What follows belongs to an exercise in optimizing a design on an open flow for small area; a production flow would make more cautious choices.
Function was checked by simulation only, so behaviour that the tests miss may differ from the original.
Power and IR drop assume default switching activity.

==> 07-07 <==
Design arouter_wrap, start of the top module:
module arouter_wrap
  (clk, reset, router_address, channel_in_ip, flow_ctrl_out_ip, channel_out_op, 
   flow_ctrl_in_op, error);
function integer clogb(input integer argument);
   integer 		     i;
   begin
      clogb = 0;
      for(i = argument - 1; i > 0; i = i >> 1)
	clogb = clogb + 1;
   end
endfunction
function integer croot(input integer argument, input integer base);
   integer i;
   integer j;
   begin
      croot = 0;
      i = 0;
      while(i < argument)
	begin
	   croot = croot + 1;
	   i = 1;
	   for(j = 0; j < base; j = j + 1)
	     i = i * croot;
	end
   end
endfunction
function integer pop_count(input integer argument);
   integer i;
   begin
      pop_count = 0;
      for(i = argument; i > 0; i = i >> 1)
	pop_count = pop_count + (i & 1);
   end
endfunction
function integer suffix_length(input integer value1, input integer value2);
   integer v1, v2;
   begin
      v1 = value1;
      v2 = value2;
      suffix_length = 0;
      while(v1 != v2)
	begin
	   suffix_length = suffix_length + 1;
	   v1 = v1 >> 1;
	   v2 = v2 >> 1;
	end
   end
endfunction
parameter topology = 0;
parameter buffer_size = 16;
parameter num_message_classes = 1;
parameter num_resource_classes = 1;
parameter num_vcs_per_class = 4;
parameter num_nodes = 9;
parameter num_dimensions = 2;
parameter num_nodes_per_router = 1;
parameter packet_format = 0;
parameter flow_ctrl_type = 0;
parameter flow_ctrl_bypass = 0;
parameter max_payload_length = 4;
parameter min_payload_length = 0;
parameter router_type = 1;
parameter enable_link_pm = 1;
parameter flit_data_width = 32;
parameter error_capture_mode = 1;
parameter restrict_turns = 1;
parameter predecode_lar_info = 1;
  ...
export LEC_CHECK = 0
export CAP_MARGIN = 20
export CORE_MARGIN = 2
export CORE_UTILIZATION = 45
export GPL_ROUTABILITY_DRIVEN = 1
export PLACE_DENSITY = 0.55
export SLEW_MARGIN = 20
create_clock -name core_clock -period 10.0 [get_ports {clk}]
run.sh (not shown) runs the stock make flow with config.mk's settings and CLKGATE_MAP_FILE= SYNTH_SCRIPT=/design/flow/synth_recipe.tcl, a recipe that flattens the netlist after the stock synthesis.
==> 06-06: changes against 07-07 <==
--- a/flow/design.v
+++ b/flow/design.v
@@ -16210,17 +16210,17 @@
 	       .op(sum_op))
 	   sum
 	     (.data_in(port_bits),
 	      .data_out(data_out[i]));
 	end
    endgenerate
 endmodule
 module rtr_channel_input
-  (clk, reset, regs_active_out, active, channel_in, flit_valid_out, flit_head_out, 
+  (clk, reset, active, channel_in, flit_valid_out, flit_head_out, 
    flit_head_out_ivc, flit_tail_out, flit_tail_out_ivc, flit_data_out, 
    flit_sel_out_ivc);
 function integer clogb(input integer argument);
    integer 		     i;
    begin
       clogb = 0;
       for(i = argument - 1; i > 0; i = i >> 1)
 	clogb = clogb + 1;
@@ -16293,17 +16293,16 @@
        (1 + vc_idx_width + 1) : 
        -1;
    localparam channel_width
      = link_ctrl_width + flit_ctrl_width + flit_data_width;
    input clk;
    input reset;
    input active;
    input [0:channel_width-1] channel_in;
-   output regs_active_out;
    output 		     flit_valid_out;
    wire 		     flit_valid_out;
    output 		     flit_head_out;
    wire 		     flit_head_out;
    output [0:num_vcs-1]      flit_head_out_ivc;
    wire [0:num_vcs-1] 	     flit_head_out_ivc;
    output 		     flit_tail_out;
    wire 		     flit_tail_out;
@@ -16335,29 +16334,28 @@
    endgenerate
    wire [0:flit_ctrl_width-1] 	  flit_ctrl_in;
    assign flit_ctrl_in = channel_in[link_ctrl_width:
 				    link_ctrl_width+flit_ctrl_width-1];
    wire [0:flit_data_width-1] 	  flit_data_in;
    assign flit_data_in
      = channel_in[link_ctrl_width+flit_ctrl_width:
 		  link_ctrl_width+flit_ctrl_width+flit_data_width-1];
-   wire [0:header_info_width-1]   flit_data_s, flit_data_q;
-   assign flit_data_s = flit_data_in[0:header_info_width-1];
+   wire [0:flit_data_width-1] 	  flit_data_s, flit_data_q;
+   assign flit_data_s = flit_data_in;
    c_dff
-     #(.width(header_info_width),
+     #(.width(flit_data_width),
        .reset_type(reset_type))
    flit_dataq
      (.clk(clk),
       .reset(1'b0),
       .active(regs_active),
       .d(flit_data_s),
       .q(flit_data_q));
-   assign flit_data_out = {flit_data_q, {(flit_data_width-header_info_width){1'b0}}};
-   assign regs_active_out = regs_active;
+   assign flit_data_out = flit_data_q;
    wire [0:header_info_width-1]   header_info_q;
    assign header_info_q = flit_data_q[0:header_info_width-1];
    generate
       case(packet_format)
 	0, 
 	1, 
 	2:
 	  begin
@@ -16655,17 +16653,28 @@
    wire [0:flit_ctrl_width-1]  flit_ctrl_out;
    wire [0:flit_data_width-1]  flit_data_out;
    assign channel_out[link_ctrl_width:
 		      link_ctrl_width+flit_ctrl_width-1]
      = flit_ctrl_out;
    assign channel_out[link_ctrl_width+flit_ctrl_width:
 		      link_ctrl_width+flit_ctrl_width+flit_data_width-1]
      = flit_data_out;
-   assign flit_data_out = flit_data_in;
+   wire [0:flit_data_width-1]  flit_data_s, flit_data_q;
+   assign flit_data_s = flit_data_in;
+   c_dff
+     #(.width(flit_data_width),
+       .reset_type(reset_type))
+   flit_dataq
+     (.clk(clk),
+      .reset(1'b0),
+      .active(active),
+      .d(flit_data_s),
+      .q(flit_data_q));
+   assign flit_data_out = flit_data_q;
    generate
       case(packet_format)
 	0, 
 	1, 
 	2:
 	  begin
 	     wire [0:flit_ctrl_width-1] flit_ctrl_s, flit_ctrl_q;
 	     assign flit_ctrl_s[0] = flit_valid_in;
@@ -16952,17 +16961,17 @@
 	       end
 	     assign fc_active = ~&ft_empty_ovc;
 	     assign errors_ovc = ft_errors_ovc;
 	  end
       endcase
    endgenerate
 endmodule
 module rtr_flit_buffer
-  (clk, reset, ew_valid, ew_vc, ew_data, push_active, push_valid, push_head, push_tail, push_sel_ivc, 
+  (clk, reset, push_active, push_valid, push_head, push_tail, push_sel_ivc, 
    push_data, pop_active, pop_valid, pop_sel_ivc, pop_data, pop_tail_ivc, 
    pop_next_header_info, almost_empty_ivc, empty_ivc, full, errors_ivc);
 function integer clogb(input integer argument);
    integer 		     i;
    begin
       clogb = 0;
       for(i = argument - 1; i > 0; i = i >> 1)
 	clogb = clogb + 1;
@@ -17016,28 +17025,24 @@
    parameter fast_peek = 1;
    parameter atomic_vc_allocation = 1;
    parameter enable_bypass = 0;
    parameter reset_type = 0;
    localparam buffer_size_per_vc = buffer_size / num_vcs;
    localparam addr_width = clogb(buffer_size);
    localparam vc_addr_width = clogb(buffer_size_per_vc);
    localparam addr_pad_width = addr_width - vc_addr_width;
-   localparam ew_vc_width = clogb(num_vcs);
    input clk;
    input reset;
    input push_active;
    input push_valid;
    input push_head;
    input push_tail;
    input [0:num_vcs-1] push_sel_ivc;
    input [0:flit_data_width-1] push_data;
-   input 		       ew_valid;
-   input [0:ew_vc_width-1] ew_vc;
-   input [0:flit_data_width-1] ew_data;
    input 		       pop_active;
    input 		       pop_valid;
    input [0:num_vcs-1] 	       pop_sel_ivc;
    output [0:flit_data_width-1] pop_data;
    wire [0:flit_data_width-1] 	pop_data;
    output [0:num_vcs-1] 	pop_tail_ivc;
    wire [0:num_vcs-1] 		pop_tail_ivc;
    output [0:header_info_width-1] pop_next_header_info;
@@ -17311,20 +17316,17 @@
 	     #(.width(addr_width),
 	       .reset_type(reset_type))
 	   read_addrq
 	     (.clk(clk),
 	      .reset(1'b0),
 	      .active(pop_active),
 	      .d(read_addr_s),
 	      .q(read_addr_q));
-	   reg [0:addr_width-1] read_addr_qq;
-	   always @(posedge clk)
-	     read_addr_qq <= read_addr_q;
-	   assign read_addr = read_addr_qq;
+	   assign read_addr = read_addr_q;
 	   assign pop_data = read_data;
 	end
       if(atomic_vc_allocation)
 	begin
 	   c_regfile
 	     #(.depth(buffer_size),
 	       .width(flit_data_width),
 	       .regfile_type(regfile_type))
@@ -17344,37 +17346,29 @@
 	   c_select_1ofn
 	     #(.num_ports(num_vcs),
 	       .width(addr_width))
 	   pop_next_addr_sel
 	     (.select(pop_sel_ivc),
 	      .data_in(pop_next_addr_ivc),
 	      .data_out(pop_next_addr));
 	   wire [0:flit_data_width-1] pop_next_data;
-	   reg [0:flit_data_width-1] storage [0:buffer_size-1];
-	   wire [0:num_vcs*vc_addr_width-1] ew_ptr_ivc;
-	   genvar 			     evc;
-	   for(evc = 0; evc < num_vcs; evc = evc + 1)
-	     begin:ews
-		reg [0:vc_addr_width-1] ew_ptr_q;
-		always @(posedge clk, posedge reset)
-		  if(reset)
-		    ew_ptr_q <= {vc_addr_width{1'b0}};
-		  else if(ew_valid && (ew_vc == evc))
-		    ew_ptr_q <= ew_ptr_q + 1'b1;
-		assign ew_ptr_ivc[evc*vc_addr_width:(evc+1)*vc_addr_width-1]
-		  = ew_ptr_q;
-	     end
-	   wire [0:vc_addr_width-1] ew_ptr;
-	   assign ew_ptr = ew_ptr_ivc[ew_vc*vc_addr_width +: vc_addr_width];
-	   always @(posedge clk)
-	     if(ew_valid)
-	       storage[{ew_vc, ew_ptr}] <= ew_data;
-	   assign read_data = storage[read_addr];
-	   assign pop_next_data = storage[pop_next_addr];
+	   c_regfile
+	     #(.depth(buffer_size),
+	       .width(flit_data_width),
+	       .num_read_ports(2),
+	       .regfile_type(regfile_type))
+	   bf
+	     (.clk(clk),
+	      .write_active(write_active),
+	      .write_enable(write_enable),
+	      .write_address(write_addr),
+	      .write_data(write_data),
+	      .read_address({read_addr, pop_next_addr}),
+	      .read_data({read_data, pop_next_data}));
 	   assign pop_next_header_info = pop_next_data[0:header_info_width-1];
 	end
    endgenerate
 endmodule
 module rtr_flit_type_check
   (clk, reset, active, flit_valid, flit_head, flit_tail, error);
    parameter reset_type = 0;
    input clk;
@@ -18741,17 +18735,16 @@
    output [0:flit_data_width-1] 	     flit_data;
    wire [0:flit_data_width-1] 		     flit_data;
    output [0:flow_ctrl_width-1] 	     flow_ctrl_out;
    wire [0:flow_ctrl_width-1] 		     flow_ctrl_out;
    output 				     error;
    wire 				     error;
    wire 				     fb_full;
    wire 				     input_stage_active;
-   wire 				     chi_regs_active;
    assign input_stage_active = ~fb_full;
    wire 				     flit_valid_in;
    wire 				     flit_head_in;
    wire [0:num_vcs-1] 			     flit_head_in_ivc;
    wire 				     flit_tail_in;
    wire [0:num_vcs-1] 			     flit_tail_in_ivc;
    wire [0:flit_data_width-1] 		     flit_data_in;
    wire [0:num_vcs-1] 			     flit_sel_in_ivc;
@@ -18762,17 +18755,16 @@
        .min_payload_length(min_payload_length),
        .route_info_width(route_info_width),
        .enable_link_pm(enable_link_pm),
        .flit_data_width(flit_data_width),
        .reset_type(reset_type))
    chi
      (.clk(clk),
       .reset(reset),
-      .regs_active_out(chi_regs_active),
       .active(input_stage_active),
       .channel_in(channel_in),
       .flit_valid_out(flit_valid_in),
       .flit_head_out(flit_head_in),
       .flit_head_out_ivc(flit_head_in_ivc),
       .flit_tail_out(flit_tail_in),
       .flit_tail_out_ivc(flit_tail_in_ivc),
       .flit_data_out(flit_data_in),
@@ -18939,19 +18931,16 @@
        .explicit_pipeline_register(explicit_pipeline_register),
        .gate_buffer_write(gate_buffer_write),
        .atomic_vc_allocation(atomic_vc_allocation),
        .enable_bypass(1),
        .reset_type(reset_type))
    fb
      (.clk(clk),
       .reset(reset),
-      .ew_valid(channel_in[link_ctrl_width] & chi_regs_active),
-      .ew_vc(channel_in[link_ctrl_width+1:link_ctrl_width+vc_idx_width]),
-      .ew_data(channel_in[link_ctrl_width+flit_ctrl_width:channel_width-1]),
       .push_active(fb_push_active),
       .push_valid(fb_push_valid),
       .push_head(fb_push_head),
       .push_tail(fb_push_tail),
       .push_sel_ivc(fb_push_sel_ivc),
       .push_data(fb_push_data),
       .pop_active(fb_pop_active),
       .pop_valid(fb_pop_valid),
@@ -18979,25 +18968,18 @@
        .reset_type(reset_type))
    lar_infoq
      (.clk(clk),
       .reset(1'b0),
       .active(alloc_active),
       .d(lar_info_s),
       .q(lar_info_q));
    wire 			      flit_head_prev;
-   reg 				      flit_head_prev_q;
-   reg [0:lar_info_width-1] 	      lar_info_qq;
-   always @(posedge clk)
-     begin
-	flit_head_prev_q <= flit_head_prev;
-	lar_info_qq <= lar_info_q;
-     end
    assign flit_data[0:lar_info_width-1]
-     = flit_head_prev_q ? lar_info_qq : fb_pop_data[0:lar_info_width-1];
+     = flit_head_prev ? lar_info_q : fb_pop_data[0:lar_info_width-1];
    assign flit_data[lar_info_width:flit_data_width-1]
      = fb_pop_data[lar_info_width:flit_data_width-1];
    wire 			      flit_sent_prev;
    wire 			      flit_valid_active;
    assign flit_valid_active = alloc_active | flit_sent_prev;
    wire 			      flit_valid_s, flit_valid_q;
    assign flit_valid_s = flit_sent;
    c_dff
@@ -20797,25 +20779,22 @@
       .sw_sel_ip_ivc(sw_sel_ip_ivc),
       .sw_gnt_op(sw_gnt_op),
       .sw_sel_op_ip(sw_sel_op_ip),
       .sw_sel_op_ivc(sw_sel_op_ivc),
       .flit_head_op(flit_head_op),
       .flit_tail_op(flit_tail_op),
       .xbr_ctrl_op_ip(xbr_ctrl_op_ip));
    wire [0:num_ports*flit_data_width-1]     xbr_data_out_op;
-   reg [0:num_ports*num_ports-1] 	    xbr_ctrl_op_ip_q;
-   always @(posedge clk)
-     xbr_ctrl_op_ip_q <= xbr_ctrl_op_ip;
    rtr_crossbar_mac
      #(.num_ports(num_ports),
        .width(flit_data_width),
        .crossbar_type(crossbar_type))
    xbr
-     (.ctrl_in_op_ip(xbr_ctrl_op_ip_q),
+     (.ctrl_in_op_ip(xbr_ctrl_op_ip),
       .data_in_ip(xbr_data_in_ip),
       .data_out_op(xbr_data_out_op));
    wire [0:num_ports-1] 		    opc_error_op;
    generate
       genvar 				    op;
       for(op = 0; op < num_ports; op = op + 1)
 	begin:ops
 	   wire [0:flit_data_width-1] flit_data;
@@ -20894,17 +20873,36 @@
 		    = channel_out;
 	   assign almost_full_op_ovc[op*num_vcs:(op+1)*num_vcs-1]
 	     = almost_full_ovc;
 	   assign full_op_ovc[op*num_vcs:(op+1)*num_vcs-1] = full_ovc;
 	   assign elig_op_ovc[op*num_vcs:(op+1)*num_vcs-1] = elig_ovc;
 	   assign opc_error_op[op] = opc_error;
 	end
    endgenerate
-   assign error = 1'b0;
+   generate
+      if(error_capture_mode != 0)
+	begin
+	   wire [0:num_ports+num_ports-1] errors_s, errors_q;
+	   assign errors_s = {ipc_error_ip, opc_error_op};
+	   c_err_rpt
+	     #(.num_errors(num_ports+num_ports),
+	       .capture_mode(error_capture_mode),
+	       .reset_type(reset_type))
+	   chk
+	     (.clk(clk),
+	      .reset(reset),
+	      .active(1'b1),
+	      .errors_in(errors_s),
+	      .errors_out(errors_q));
+	   assign error = |errors_q;
+	end
+      else
+	assign error = 1'bx;
+   endgenerate
 endmodule
 module vcr_vc_alloc_sep_if
   (clk, reset, active_ip, active_op, route_ip_ivc_op, route_ip_ivc_orc, 
    elig_op_ovc, req_ip_ivc, gnt_ip_ivc, sel_ip_ivc_ovc, gnt_op_ovc, 
    sel_op_ovc_ip, sel_op_ovc_ivc);
 function integer clogb(input integer argument);
    integer 		     i;
    begin
Settings changed: CORE_UTILIZATION 45 to 25, PLACE_DENSITY 0.55 to 0.35.
==> impl_metrics.yaml <==
finish:
  seq_cell_count: 3939
  final.clkbuf_count: 570
  fillers: 39100
  sh_seq_area_pct: 48.9
synth:
  synth_cell_types: 134
  post-synth-top-area-fraction_pct: 46.4
  yosys_warnings: 69
floorplanning:
  fp.dieW_um: 679
  initial_core_util_pct: 45.2
routing:
  viasPerCell: 6.67
  vias: 159000
  wl_met3_um: 91200
global_routing:
  grt_first_pass_wirelength_um: 1240000
  antenna_found_initial: 129
clocking:
  worstSkewPairLatency_ps: 1090
pwr:
  pwr-share-clk_pct: 17.7
status:
  status: "no timing/DRC/antenna violations"
The numbers above come from 07-07.

==> impl_metrics.yaml <==
floorplanning:
  fp.dieW_um: 936
  initial_core_util_pct: 25.1
  core_area_sq_mm: 0.867
routing:
  vias: 163000
finish:
  seq_cell_count: 4303
  fillers: 88000
  sh_seq_area_pct: 48.4
synth:
  post-synth-top-area-fraction_pct: 47.7
  synth.ff_latch_count: 4303
  synth_cell_types: 153
  yosys_warnings: 63
  netlist_area_sq_mm: 0.217
pwr:
  pwr-share-clk_pct: 19.9
  pg_seq_uw: 28400
worst_setup_path:
  crit_path_frequent_cell: "nand4_1"
clocking:
  worstSkewPairLatency_ps: 1120
status:
  status: "no timing/DRC/antenna violations"
global_routing:
  grt_first_pass_wirelength_um: 1440000
  antenna_found_initial: 105
The numbers above come from 06-06.

port drivers added, routing unchanged:
In the flow no input, the clock included, has a driving cell. The finished layouts below were timed again as built, in two steps.
Step 1 (the two cells are an assumption about what drives the block):
set clk [get_ports {clk}]
set_driving_cell -lib_cell sky130_fd_sc_hd__clkbuf_16 $clk
set_driving_cell -lib_cell sky130_fd_sc_hd__buf_2 [delete_from_list [all_inputs] $clk]
Step 2 moves the port delays by t, midway between the first and last clock arrival at a register: inputs arrive t later, outputs are due t later. That takes back most of the time a late clock gives input paths.
Slacks: ideal / step 1 / step 2; pairs: ideal / step 1.
run	shift t [ns]	setup WS [ns]	worst slew at a driven data input, ns
07-07	1.156	1.202 / 1.202 / 1.202	0.22
06-06	1.224	1.097 / 1.097 / 1.097	0.14
After both steps setup and hold are still met in every run listed.
